What follows belongs to an exercise in optimizing a design on an open flow for small area and a short achievable clock period; a production flow would make more cautious choices.
In this exercise RTL edits were held to simulation tests only and were not proved equivalent to the original.
Power figures rest on the tool's default switching activity, not on a simulated workload.

== run 1 ==
## MULTI_32bit
module MULTI_32bit(clk, rst, A, B, F);
  input clk, rst;
  input [31:0] A;
  input [31:0] B;
  output reg [31:0] F;
  reg r1_s;
  reg [7:0] r1_e;
  reg r1_c0_0;
  reg r1_c0_1;
  reg r1_c1_0;
  reg r1_c2_0;
  reg r1_c3_0;
  reg r1_c3_1;
  reg r1_c3_2;
  reg r1_c4_0;
  reg r1_c4_1;
  reg r1_c5_0;
  reg r1_c5_1;
  reg r1_c6_0;
  reg r1_c6_1;
  reg r1_c6_2;
  reg r1_c6_3;
  reg r1_c7_0;
  reg r1_c7_1;
  reg r1_c7_2;
  reg r1_c8_0;
  reg r1_c8_1;
  reg r1_c8_2;
  reg r1_c9_0;
  reg r1_c9_1;
  reg r1_c9_2;
  reg r1_c9_3;
  reg r1_c9_4;
  reg r1_c10_0;
  reg r1_c10_1;
  reg r1_c10_2;
  reg r1_c10_3;
  reg r1_c11_0;
  reg r1_c11_1;
  reg r1_c11_2;
  reg r1_c11_3;
  reg r1_c12_0;
  reg r1_c12_1;
  reg r1_c12_2;
  reg r1_c12_3;
  reg r1_c12_4;
  reg r1_c12_5;
  reg r1_c13_0;
  reg r1_c13_1;
  reg r1_c13_2;
  reg r1_c13_3;
  reg r1_c13_4;
  reg r1_c14_0;
  reg r1_c14_1;
  reg r1_c14_2;
  reg r1_c14_3;
  reg r1_c14_4;
  reg r1_c15_0;
  reg r1_c15_1;
  reg r1_c15_2;
  reg r1_c15_3;
  reg r1_c15_4;
  reg r1_c15_5;
  reg r1_c15_6;
  reg r1_c16_0;
  reg r1_c16_1;
  reg r1_c16_2;
  reg r1_c16_3;
  reg r1_c16_4;
  reg r1_c16_5;
  reg r1_c17_0;
  reg r1_c17_1;
  reg r1_c17_2;
  reg r1_c17_3;
  reg r1_c17_4;
  reg r1_c17_5;
  reg r1_c18_0;
  reg r1_c18_1;
  reg r1_c18_2;
  reg r1_c18_3;
  reg r1_c18_4;
  ...
==> flow/config.mk <==
export PLATFORM = sky130hd
export DESIGN_NAME = MULTI_32bit
export DESIGN_NICKNAME = MULTI_32bit
export VERILOG_FILES = /design/flow/design.v
export SDC_FILE = /design/flow/constraint.sdc
export NUM_CORES = 4
export LEC_CHECK = 0
export ABC_CLOCK_PERIOD_IN_PS = 2500
export CAP_MARGIN = 20
export CORE_MARGIN = 2
export CORE_UTILIZATION = 40
export CTS_BUF_LIST = sky130_fd_sc_hd__clkbuf_8
export SETUP_SLACK_MARGIN = 4.2
export SLEW_MARGIN = 20
export SYNTH_HIERARCHICAL = 1
export SYNTH_MINIMUM_KEEP_SIZE = 0
==> flow/constraint.sdc <==
create_clock -name core_clock -period 7.0 [get_ports {clk}]
set_input_delay 1.4000 -clock core_clock [delete_from_list [all_inputs] [get_ports {clk}]]
set_output_delay 1.4000 -clock core_clock [all_outputs]
set_load 0.01 [all_outputs]
standard.sh (not shown) runs the stock make flow with config.mk's settings and CLKGATE_MAP_FILE= SYNTH_SCRIPT=/design/flow/synth_recipe.tcl, a recipe that flattens the netlist after the stock synthesis.
==> flow/flow/run.sh <==
#!/bin/bash
# The standard layout, but with port buffers of a plain buffer cell
# (buffer_ports otherwise picks a delay cell, clkdlybuf4s50_1).
set -euo pipefail
export BUFFER_PORTS_ARGS="-buffer_cell sky130_fd_sc_hd__buf_4"
bash standard.sh > make_finish.log 2>&1
Input changes introduced in run 2 (baseline for comparison: run 1):
Settings: SETUP_SLACK_MARGIN changed from 4.2 to 4.3.
--- outcome ---
- Changes observed in run 2 relative to run 1: number of buffer and inverter stages on the critical path went down 1, share of the final layout cell area in sequential cells saw a decrease, area growth from synthesis to layout increased by 6.3 points relative to the old numbers, multi-input gate share of total cell area climbed 1.5 points.
- Of run 1 and run 2, run 2 shows the higher standby leakage power, with run 1 below it.
- Part of the power in combinational logic ends up higher on run 2.
- In the tables for run 1 and run 2, sequential group share of total power reads lower with run 2.
Edits applied to the flow inputs when going from run 2 to run 3:
Settings: changing SETUP_SLACK_MARGIN from 4.3 to 4.1.
--- outcome ---
In the flow results for run 2 and run 3, the delay of the slowest critical-path stage is smaller on run 2.
HPWL after detailed placement, run 2 and run 3: higher on run 2
Sort run 2 and run 3 by global-route wire length before repair, ascending, and run 3 comes first.
Measured against each other, run 2 and run 3 differ in power per unit of standard cell area, the higher figure coming from run 3.
The fraction of power spent switching nets reported for run 3 is smaller than that of run 2 by 0.85 points.
From run 2 to run 3 the numbers moved as follows: ratio of final minimum period to clock period increased by 2.9 points relative to the old numbers; fraction of standard cell area that is sequential increased by 2.0 points relative to the old numbers; total power of the final layout decreased by 3.0% relative to the old numbers.

* * *

MULTI_32bit, a different RTL version from the one above (not shown whole).
For scale: about 1,800 cells after synthesis, about 380 flip-flops, about 22,000 um^2 of cells after synthesis.
==> flow/config.mk <==
export PLATFORM = sky130hd
export DESIGN_NAME = MULTI_32bit
export DESIGN_NICKNAME = MULTI_32bit
export VERILOG_FILES = /design/flow/design.v
export SDC_FILE = /design/flow/constraint.sdc
export NUM_CORES = 4
export LEC_CHECK = 0
export ABC_CLOCK_PERIOD_IN_PS = 2500
export CAP_MARGIN = 20
export CORE_MARGIN = 2
export CORE_UTILIZATION = 50
export CTS_BUF_LIST = sky130_fd_sc_hd__clkbuf_16
export CTS_CLUSTER_DIAMETER = 80
export CTS_CLUSTER_SIZE = 30
export SETUP_SLACK_MARGIN = 4.4
export SLEW_MARGIN = 20
export SYNTH_HIERARCHICAL = 1
export SYNTH_MINIMUM_KEEP_SIZE = 0
==> flow/constraint.sdc <==
create_clock -name core_clock -period 7.0 [get_ports {clk}]
set_input_delay 1.4000 -clock core_clock [delete_from_list [all_inputs] [get_ports {clk}]]
set_output_delay 1.4000 -clock core_clock [all_outputs]
set_load 0.01 [all_outputs]
Scripts as last shown in full above: flow/flow/run.sh
The first run went through all stages and came out clean.
Next try:
GPL_TIMING_DRIVEN = 0   (was unset)
SETUP_SLACK_MARGIN = 4.3   (was 4.4)
First-iteration DRC count fell by about 11%.
Wire length rose by 0.56%.
Final area barely changes.
Core utilization stays flat.
Final cell count is higher by 1.7%.
Die area stays the same.
Worst setup slack degrades by 0.031 ns.
Sequential power falls by about 2%.
Synthesized cell count does not change.
Global-route usage stays flat.
Sequential share of layout area stays flat.

-- what the ideal ports hide --
The flow's constraints put no driver on any port. The routed layouts listed below were extracted and timed again, unchanged, in two steps.
Step 1 sets driving cells, clkbuf_16 on the clock port and buf_2 on the other inputs (assumed; they add their load-dependent delay and slew).
Step 2 times the ports against the registers' clock, not the clock port: input delays grow and output delays shrink by t, the midpoint of the rising clock arrivals with the driver on.
Three values: ideal, step 1, step 2; two values: the first two.
| run | shift t [ns] | slack for setup (ns) | clock arrival spread, ns | cell pins on the clock port's net |
|---|---|---|---|---|
| run 1 | 0.700 | 4.178 / 4.202 / 3.502 | 0.040 / 0.040 | 1 |
| run 2 | 0.693 | 4.292 / 4.297 / 3.623 | 0.044 / 0.043 | 1 |
| run 3 | 0.686 | 4.089 / 4.103 / 3.417 | 0.033 / 0.033 | 1 |
| the first run of note 2 | 0.613 | 4.294 / 4.294 / 3.759 | 0.034 / 0.034 | 1 |
| the second run of note 2 | 0.635 | 4.264 / 4.293 / 3.663 | 0.022 / 0.022 | 1 |
After both steps setup and hold are still met in every run listed. The setup slack of run 1, which loses most, moves by +0.024 ns with the drivers and by -0.676 ns with both steps.
